From an optimization exercise on the open Yosys and OpenROAD flow, aimed at small area; shortcuts taken in it are not production practice. The RTL was checked by simulation tests, not by an equivalence proof against the original design. Power and IR drop assume default switching activity.

==> flow/design.v (excerpt) <==
module design_5 #(parameter width = 8, parameter cwidth = 4)(
  input [width-1:0] OPA, OPB,
  input CLK, RST, CE, MODE, CIN,
  input [1:0] INP_VALID,
  input [cwidth-1:0] CMD,
  output reg [2*width:0] RES,
  output OFLOW,
  output COUT,
  output G,
  output L,
  output E,
  output ERR
);
Size: about 510 cells after synthesis, ~50 I/O pins, ~4800 um2 of cells after synthesis.
clock: 8.0 ns
lec_check: 0
abc_area: 1
cap_margin: 20
core_margin: 2
core_utilization: 40
cts_buf_list: sky130_fd_sc_hd__clkbuf_16
cts_cluster_diameter: 500
cts_cluster_size: 50
slew_margin: 20
synth_hierarchical: 1
synth_minimum_keep_size: 0
standard.sh (not shown) runs the stock make flow with config.mk's settings and CLKGATE_MAP_FILE= SYNTH_SCRIPT=/design/flow/synth_recipe.tcl, a recipe that flattens the netlist after the stock synthesis.
==> flow/flow/run.sh <==
#!/bin/bash
# Layout flow: the standard flow (standard.sh) with two changes:
#  - synthesis is the standard synthesis script (synth_recipe.tcl) with only
#    the ABC mapping script replaced by flow/area.abc (area-oriented mapping);
#  - the port buffers that placement inserts use sky130_fd_sc_hd__buf_1.
# Each tool's full output goes to a log file in this folder.
set -euo pipefail
W=$(pwd)
export MY_ABC_SCRIPT="$W/flow/area.abc"
{
  cat <<'TCL'
proc abc {args} {
  set i [lsearch -exact $args -script]
  if { $i >= 0 } { lset args [expr {$i + 1}] $::env(MY_ABC_SCRIPT) }
  yosys abc {*}$args
}
TCL
  cat "$W/synth_recipe.tcl"
} > "$W/own_synth.tcl"
bash "$W/standard.sh" finish "SYNTH_SCRIPT=$W/own_synth.tcl" \
  "BUFFER_PORTS_ARGS=-buffer_cell sky130_fd_sc_hd__buf_1" > "$W/flow_make.log" 2>&1
==> flow/flow/area.abc <==
&get -n
&st
&dc2
&dch -f
&nf -a
&put
topo
Edit:
--- a/flow/config.mk
+++ b/flow/config.mk
@@ -11,5 +11,2 @@
 export CORE_UTILIZATION = 40
-export CTS_BUF_LIST = sky130_fd_sc_hd__clkbuf_16
-export CTS_CLUSTER_DIAMETER = 500
-export CTS_CLUSTER_SIZE = 50
 export SLEW_MARGIN = 20
Result: The changed run produced a clean layout; sequential power stays flat; die area is unchanged; count of clock-buffer cells in the layout is unchanged; final area stays the same; setup slack is unchanged; flip-flop and latch count is unchanged; global-route usage is unchanged; fmax stays the same; clock power barely changes; register-to-register slack is about the same; total power does not change.

* * *

== lane 1 ==
design_5, a different RTL version from the one above (not shown whole).
Size: roughly 580 cells after synthesis, about 40 flip-flops, ~50 I/O pins, roughly 4700 µm² of cells after synthesis.
==> flow/config.mk <==
export PLATFORM = sky130hd
export DESIGN_NAME = design_5
export DESIGN_NICKNAME = design_5
export VERILOG_FILES = /design/flow/design.v
export SDC_FILE = /design/flow/constraint.sdc
export NUM_CORES = 4
export LEC_CHECK = 0
export ABC_AREA = 1
export CAP_MARGIN = 20
export CORE_MARGIN = 2
export CORE_UTILIZATION = 40
export CTS_BUF_LIST = sky130_fd_sc_hd__clkbuf_8
export CTS_CLUSTER_DIAMETER = 500
export CTS_CLUSTER_SIZE = 50
export SLEW_MARGIN = 20
export SYNTH_HIERARCHICAL = 1
export SYNTH_MINIMUM_KEEP_SIZE = 0
==> flow/constraint.sdc <==
create_clock -name core_clock -period 8.0 [get_ports {CLK}]
set_input_delay 1.6000 -clock core_clock [delete_from_list [all_inputs] [get_ports {CLK}]]
set_output_delay 1.6000 -clock core_clock [all_outputs]
set_load 0.01 [all_outputs]
==> flow/flow/area.abc <==
strash
dc2
dch -f
amap
topo
Scripts as last shown in full above: flow/flow/run.sh
> inputs changed (lane 1 -> lane 2)
Settings: GPL_TIMING_DRIVEN: unset -> 0.
==> flow/flow/area.abc <==
&get -n
&st
&dc2
&dch -f
&nf -a
&put
topo
Against lane 1, lane 2 comes in about 0.43% higher on area of the core region.
In the metrics for lane 2 and lane 1, the one carrying the lower maximum fanout count along the critical path is lane 1.
Relative to lane 1, final RePlAce weighted congestion has decreased by 0.015 in lane 2.
Power delta (lane 2 − lane 1): unfavourable
Number of vias per cell after detailed routing grows by a few percent when moving from lane 1 to lane 2.
Summary: with lane 1 as the reference, wire length in lane 2 moved down by more than 10%.
Between lane 1 and lane 2, the cell count went down.
The die width of lane 1 and that of lane 2 are within noise of each other.
met3 layer wire length in the routed design ended up about 9% higher on lane 2 than on lane 1.

static timing again, ports no longer ideal:
In the flow no input, the clock included, has a driving cell. The finished layouts below were timed again as built, in two steps.
Step 1 assumes that a clkbuf_16 drives the clock port and a buf_2 every other input.
Step 2, shift: input delay + t, output delay - t, t = (earliest + latest rising clock arrival at the registers) / 2. This alone moves slack from input paths to output paths.
a / b / c = no drivers / after step 1 / after step 2; a / b = the first two.
| run | t (ns) | setup slack, ns | cell pins on the clock port's net |
|---|---|---|---|
| the first run of note 1 | 0.319 | 0.438 / 0.438 / 0.438 | 1 |
| the second run of note 1 | 0.319 | 0.438 / 0.438 / 0.438 | 1 |
| lane 1 | 0.334 | 0.392 / 0.392 / 0.392 | 1 |
| lane 2 | 0.331 | 0.391 / 0.391 / 0.391 | 1 |
After both steps every run listed still meets setup and hold.
